Source: an optimization exercise on an open RTL-to-GDS flow (aim: small area). Production flows keep margins and buffers that such runs may drop. Only simulation tests tie the RTL to the original design; equivalence was not proved. The clock port is modelled as an ideal driver; clocking choices that lean on that would not hold on a real chip. Power is estimated from default activity; no workload was simulated.

==> flow/design.v <==
module pokey_advanced (
    input clk,               
    input enable_179mhz,     
    input reset_n,           
    input [3:0] addr,
    input [7:0] din,
    input we,
    output reg audio_pwm
);
    localparam [7:0] PM = 8'h55;
    reg [7:0] raudf0, raudf1, raudf2, raudf3;
    wire [7:0] naudf0 = raudf0 ^ PM;
    wire [7:0] naudf1 = raudf1 ^ PM;
    wire [7:0] naudf2 = raudf2 ^ PM;
    wire [7:0] naudf3 = raudf3 ^ PM;
    reg [3:0] vol0, vol1, vol2, vol3;
    reg [1:0] dist0, dist1, dist2, dist3;    
    reg       use_15khz, link_34, link_12, fast3, fast1;
    wire [7:0] wd  = din & {8{reset_n}};
    wire [7:0] wdn = ~wd;
    wire [8:0] sel;
    assign sel[0] = ~reset_n | (we & addr == 4'd0);
    assign sel[1] = ~reset_n | (we & addr == 4'd1);
    assign sel[2] = ~reset_n | (we & addr == 4'd2);
    assign sel[3] = ~reset_n | (we & addr == 4'd3);
    assign sel[4] = ~reset_n | (we & addr == 4'd4);
    assign sel[5] = ~reset_n | (we & addr == 4'd5);
    assign sel[6] = ~reset_n | (we & addr == 4'd6);
    assign sel[7] = ~reset_n | (we & addr == 4'd7);
    assign sel[8] = ~reset_n | (we & addr == 4'd8);
    always @(posedge clk) begin
        if (sel[0]) raudf0 <= wdn ^ PM;
        if (sel[1]) {dist0, vol0} <= {wd[7], wd[5], wd[3:0]};
        if (sel[2]) raudf1 <= wdn ^ PM;
        if (sel[3]) {dist1, vol1} <= {wd[7], wd[5], wd[3:0]};
        if (sel[4]) raudf2 <= wdn ^ PM;
        if (sel[5]) {dist2, vol2} <= {wd[7], wd[5], wd[3:0]};
        if (sel[6]) raudf3 <= wdn ^ PM;
        if (sel[7]) {dist3, vol3} <= {wd[7], wd[5], wd[3:0]};
        if (sel[8]) {fast1, fast3, link_12, link_34, use_15khz} <= {wd[6], wd[5], wd[4], wd[3], wd[0]};
    end
    reg       pb;
    reg [3:0] pa;    
    reg [5:0] pc;    
    reg       en_d;  
    always @(posedge clk) begin
        en_d <= enable_179mhz & reset_n;
        if (!reset_n) begin
            pb <= 1'b0;
            pa <= 4'd0;
            pc <= 6'd0;
        end else if (enable_179mhz) begin
            pb <= ~pb;
            if (pb) begin
                pa <= (pa == 4'd13) ? 4'd0 : pa + 4'd1;
                pc <= (pc == 6'd56) ? 6'd0 : pc + 6'd1;
            end
        end
    end
    wire tick_64khz = en_d & ~pb & (pa == 4'd0);
    wire tick_15khz = en_d & ~pb & (pc == 6'd0);
    reg [4:0]  poly5;
    reg [16:0] poly17;
    always @(posedge clk) begin
        if (!reset_n) begin
            poly5  <= 5'b10101;
            poly17 <= 17'b10101010101010101;
        end else if (enable_179mhz) begin
            poly5  <= {poly5[3:0],  ~(poly5[4] ^ poly5[2])};
            poly17 <= {poly17[15:0], ~(poly17[16] ^ poly17[4])};
        end
    end
    wire p5 = poly5[4];
    wire p17 = poly17[16];
    wire base_tick = use_15khz ? tick_15khz : tick_64khz;
    wire t0 = fast1 ? enable_179mhz : base_tick;
    wire t1 = base_tick & ~link_12;
    wire t2 = fast3 ? enable_179mhz : base_tick;
    wire t3 = base_tick & ~link_34;
    reg [15:0] q0, q2;
    reg [7:0]  q1, q3;
    wire [15:0] nc0 = q0 ^ {PM, PM};
    wire [15:0] nc2 = q2 ^ {PM, PM};
    wire [7:0]  nc1 = q1 ^ PM;
    wire [7:0]  nc3 = q3 ^ PM;
    reg [3:0]  chan_out;
    wire [16:0] b0, b2;
    wire [8:0]  b1, b3;
    assign b0[0] = t0;
    assign b1[0] = t1;
    assign b2[0] = t2;
    assign b3[0] = t3;
    genvar g;
    generate
        for (g = 0; g < 16; g = g + 1) begin : bw
            assign b0[g+1] = b0[g] & nc0[g];
            assign b2[g+1] = b2[g] & nc2[g];
        end
        for (g = 0; g < 8; g = g + 1) begin : bn
            assign b1[g+1] = b1[g] & nc1[g];
            assign b3[g+1] = b3[g] & nc3[g];
        end
    endgenerate
    wire ld0 = b0[16];
    wire ld1 = b1[8];
    wire ld2 = b2[16];
    wire ld3 = b3[8];
    wire [15:0] nload0 = {naudf1 | {8{~link_12}}, naudf0};
    wire [15:0] nload2 = {naudf3 | {8{~link_34}}, naudf2};
    always @(posedge clk) begin
        q0 <= ((nc0 ^ b0[15:0]) | (nload0 & {16{ld0}}) | {16{~reset_n}}) ^ {PM, PM};
        q1 <= ((nc1 ^ b1[7:0])  | (naudf1 & {8{ld1}})  | {8{~reset_n}}) ^ PM;
        q2 <= ((nc2 ^ b2[15:0]) | (nload2 & {16{ld2}}) | {16{~reset_n}}) ^ {PM, PM};
        q3 <= ((nc3 ^ b3[7:0])  | (naudf3 & {8{ld3}})  | {8{~reset_n}}) ^ PM;
    end
    function nxt(input [1:0] d, input o, input a17, input a5);
        nxt = (d == 2'b11) ? ~o : ((d[0] | a17) & (d[1] | a5));
    endfunction
    always @(posedge clk) begin
        if (!reset_n) chan_out <= 4'd0;
        else begin
            if (ld0) chan_out[0] <= nxt(dist0, chan_out[0], p17, p5);
            if (ld1) chan_out[1] <= nxt(dist1, chan_out[1], p17, p5);
            if (ld2) chan_out[2] <= nxt(dist2, chan_out[2], p17, p5);
            if (ld3) chan_out[3] <= nxt(dist3, chan_out[3], p17, p5);
        end
    end
    wire [3:0] a = ~(vol0 & {4{chan_out[0]}});
    wire [3:0] b = ~(vol1 & {4{chan_out[1]}});
    wire [3:0] d = ~(vol2 & {4{chan_out[2]}});
    wire [3:0] e = ~(vol3 & {4{chan_out[3]}});
    reg  [5:0] p;    
    function [1:0] fa(input x, input y, input z);    
        fa = {(x & y) | (x & z) | (y & z), x ^ y ^ z};
    endfunction
    function maj(input x, input y, input z);
        maj = (x & y) | (x & z) | (y & z);
    endfunction
    wire [1:0] f00 = fa(a[0], b[0], d[0]);
    wire       c01 = maj(f00[0], e[0], p[0]);
    wire [1:0] f10 = fa(a[1], b[1], d[1]);
    wire [1:0] f11 = fa(e[1], p[1], f00[1]);
    wire       c12 = maj(f10[0], f11[0], c01);
    wire [1:0] f20 = fa(a[2], b[2], d[2]);
    wire [1:0] f21 = fa(e[2], p[2], f10[1]);
    wire [1:0] f22 = fa(f20[0], f21[0], f11[1]);
    wire       c23 = f22[0] | c12;                   
    wire [1:0] f30 = fa(a[3], b[3], d[3]);
    wire [1:0] f31 = fa(e[3], p[3], f20[1]);
    wire [1:0] f32 = fa(f21[1], f22[1], c23);
    wire       c33 = maj(f30[0], f31[0], f32[0]);
    wire [1:0] f40 = fa(p[4], f30[1], f31[1]);
    wire       c41 = maj(f40[0], f32[1], c33);
    wire       c50 = maj(p[5], f40[1], c41);
    always @(posedge clk) begin
        if (!reset_n) begin
            p <= 6'd0;
            audio_pwm <= 1'b0;
        end else begin
            p <= p + 6'd1;
            audio_pwm <= ~c50;
        end
    end
endmodule
Settings: LEC_CHECK=0, ABC_AREA=1, CAP_MARGIN=20, CORE_MARGIN=2, CORE_UTILIZATION=40, SLEW_MARGIN=20; clock period 6.0 ns.
standard.sh (not shown) runs the stock make flow with config.mk's settings and CLKGATE_MAP_FILE= SYNTH_SCRIPT=/design/flow/synth_recipe.tcl, a recipe that flattens the netlist after the stock synthesis.
==> flow/flow/run.sh <==
#!/bin/bash
# Standard ORFS synthesis, then the combinational logic between the
# registers re-mapped by ABC for area (registers and full adders kept as they
# are), then the standard ORFS layout with clkbuf_4 clock buffers (upsized
# after CTS where a leaf's slew is high), no dummy clock loads, and the
# smallest buffer on each port.
set -euo pipefail
export CTS_ARGS="-sink_clustering_enable -repair_clock_nets -dont_use_dummy_load -buf_list {sky130_fd_sc_hd__clkbuf_4}"
export POST_CTS_TCL=$PWD/flow/post_cts.tcl
export CLK_LEAF_SLEW=0.112
export BUFFER_PORTS_ARGS="-buffer_cell sky130_fd_sc_hd__buf_1"
R=orfs/results/$FLOW_PLATFORM/pokey_advanced/base
bash standard.sh synth > synth_make.log 2>&1
cp $R/1_2_yosys.v $R/1_2_yosys_std.v
export RESYN_IN=$R/1_2_yosys_std.v RESYN_OUT=$R/1_2_yosys.v
export RESYN_LIB=$FLOW_HOME/platforms/sky130hd/lib/sky130_fd_sc_hd__tt_025C_1v80.lib
export RESYN_ABC=$PWD/flow/area.abc
yosys -c flow/resyn.tcl > resyn.log 2>&1
rm -f $R/1_synth.odb $R/1_synth.sdc
bash standard.sh > flow_make.log 2>&1
Other scripts of this flow, unchanged in this note and not shown: flow/flow/area.abc, flow/flow/post_cts.tcl, flow/flow/resyn.tcl
==> next run, changes <==
--- a/flow/design.v
+++ b/flow/design.v
@@ -7,17 +7,15 @@
     input we,
     output reg audio_pwm
 );
-    localparam [7:0] PM = 8'h55;
-    reg [7:0] raudf0, raudf1, raudf2, raudf3;
-    wire [7:0] naudf0 = raudf0 ^ PM;
-    wire [7:0] naudf1 = raudf1 ^ PM;
-    wire [7:0] naudf2 = raudf2 ^ PM;
-    wire [7:0] naudf3 = raudf3 ^ PM;
+    reg [7:0] audf0, audf1, audf2, audf3;
+    wire [7:0] naudf0 = ~audf0;
+    wire [7:0] naudf1 = ~audf1;
+    wire [7:0] naudf2 = ~audf2;
+    wire [7:0] naudf3 = ~audf3;
     reg [3:0] vol0, vol1, vol2, vol3;
     reg [1:0] dist0, dist1, dist2, dist3;    
     reg       use_15khz, link_34, link_12, fast3, fast1;
     wire [7:0] wd  = din & {8{reset_n}};
-    wire [7:0] wdn = ~wd;
     wire [8:0] sel;
     assign sel[0] = ~reset_n | (we & addr == 4'd0);
     assign sel[1] = ~reset_n | (we & addr == 4'd1);
@@ -29,13 +27,13 @@
     assign sel[7] = ~reset_n | (we & addr == 4'd7);
     assign sel[8] = ~reset_n | (we & addr == 4'd8);
     always @(posedge clk) begin
-        if (sel[0]) raudf0 <= wdn ^ PM;
+        if (sel[0]) audf0 <= wd;
         if (sel[1]) {dist0, vol0} <= {wd[7], wd[5], wd[3:0]};
-        if (sel[2]) raudf1 <= wdn ^ PM;
+        if (sel[2]) audf1 <= wd;
         if (sel[3]) {dist1, vol1} <= {wd[7], wd[5], wd[3:0]};
-        if (sel[4]) raudf2 <= wdn ^ PM;
+        if (sel[4]) audf2 <= wd;
         if (sel[5]) {dist2, vol2} <= {wd[7], wd[5], wd[3:0]};
-        if (sel[6]) raudf3 <= wdn ^ PM;
+        if (sel[6]) audf3 <= wd;
         if (sel[7]) {dist3, vol3} <= {wd[7], wd[5], wd[3:0]};
         if (sel[8]) {fast1, fast3, link_12, link_34, use_15khz} <= {wd[6], wd[5], wd[4], wd[3], wd[0]};
     end
@@ -52,8 +50,8 @@
         end else if (enable_179mhz) begin
             pb <= ~pb;
             if (pb) begin
-                pa <= (pa == 4'd13) ? 4'd0 : pa + 4'd1;
-                pc <= (pc == 6'd56) ? 6'd0 : pc + 6'd1;
+                pa <= (pa == 4'b0100) ? 4'd0 : {pa[2:0], ~(pa[3] ^ pa[2])};
+                pc <= (pc == 6'b001010) ? 6'd0 : {pc[4:0], ~(pc[5] ^ pc[4])};
             end
         end
     end
@@ -77,6 +75,7 @@
     wire t1 = base_tick & ~link_12;
     wire t2 = fast3 ? enable_179mhz : base_tick;
     wire t3 = base_tick & ~link_34;
+    localparam [7:0] PM = 8'hAA;
     reg [15:0] q0, q2;
     reg [7:0]  q1, q3;
     wire [15:0] nc0 = q0 ^ {PM, PM};
@@ -107,11 +106,13 @@
     wire ld3 = b3[8];
     wire [15:0] nload0 = {naudf1 | {8{~link_12}}, naudf0};
     wire [15:0] nload2 = {naudf3 | {8{~link_34}}, naudf2};
+    reg rst_d;
     always @(posedge clk) begin
-        q0 <= ((nc0 ^ b0[15:0]) | (nload0 & {16{ld0}}) | {16{~reset_n}}) ^ {PM, PM};
-        q1 <= ((nc1 ^ b1[7:0])  | (naudf1 & {8{ld1}})  | {8{~reset_n}}) ^ PM;
-        q2 <= ((nc2 ^ b2[15:0]) | (nload2 & {16{ld2}}) | {16{~reset_n}}) ^ {PM, PM};
-        q3 <= ((nc3 ^ b3[7:0])  | (naudf3 & {8{ld3}})  | {8{~reset_n}}) ^ PM;
+        rst_d <= ~reset_n;
+        q0 <= ((nc0 ^ b0[15:0]) | (nload0 & {16{ld0 | rst_d}})) ^ {PM, PM};
+        q1 <= ((nc1 ^ b1[7:0])  | (naudf1 & {8{ld1 | rst_d}})) ^ PM;
+        q2 <= ((nc2 ^ b2[15:0]) | (nload2 & {16{ld2 | rst_d}})) ^ {PM, PM};
+        q3 <= ((nc3 ^ b3[7:0])  | (naudf3 & {8{ld3 | rst_d}})) ^ PM;
     end
     function nxt(input [1:0] d, input o, input a17, input a5);
         nxt = (d == 2'b11) ? ~o : ((d[0] | a17) & (d[1] | a5));
Global-route usage decreases by 0.33 points.
Worst hold slack improved by 0.014 ns.
Flip-flop and latch count rises by 1.
Clock skew came out lower by 0.0065 ns.
Design area is lower by 3.0%.
Via count came out lower by 6.1%.
Register-to-register slack is better by 0.70 ns.
Sequential power rose by about 7%.
Worst setup slack improved by 0.44 ns.
Power went up by 7.5%.
Utilization increases by 0.35 points.
Routed wire length is lower by 7.5%.
Synthesized cell count is lower by 8.4%.

-- what the ideal ports hide --
The results above use ideal ports. As a check the final layouts listed here were re-extracted and re-timed, cells and wires unchanged. Step 1, drivers: a clkbuf_16 drives clk and a buf_2 each remaining input, both assumed. Step 2 adds t to the input delays and takes it off the output delays; t is the mean of the earliest and latest rising clock arrival at the registers after step 1. Input paths then give back, and output paths get back, about the clock's delay inside the block. a / b / c = ideal / step 1 / step 2; a / b = the first two.
run	t (ns)	setup WS [ns]	worst register clock-pin slew, ns	worst data-port slew with drivers (ns)	cell pins on the clock port's net
the first run	0.456	0.914 / 0.914 / 0.787	0.11 / 0.11	0.03	1
the second run	0.444	1.352 / 1.365 / 0.921	0.11 / 0.11	0.04	1
After both steps every run listed still meets setup and hold. For the second run, which loses most, drivers alone change the setup slack by +0.013 ns; drivers and shift together by -0.431 ns.
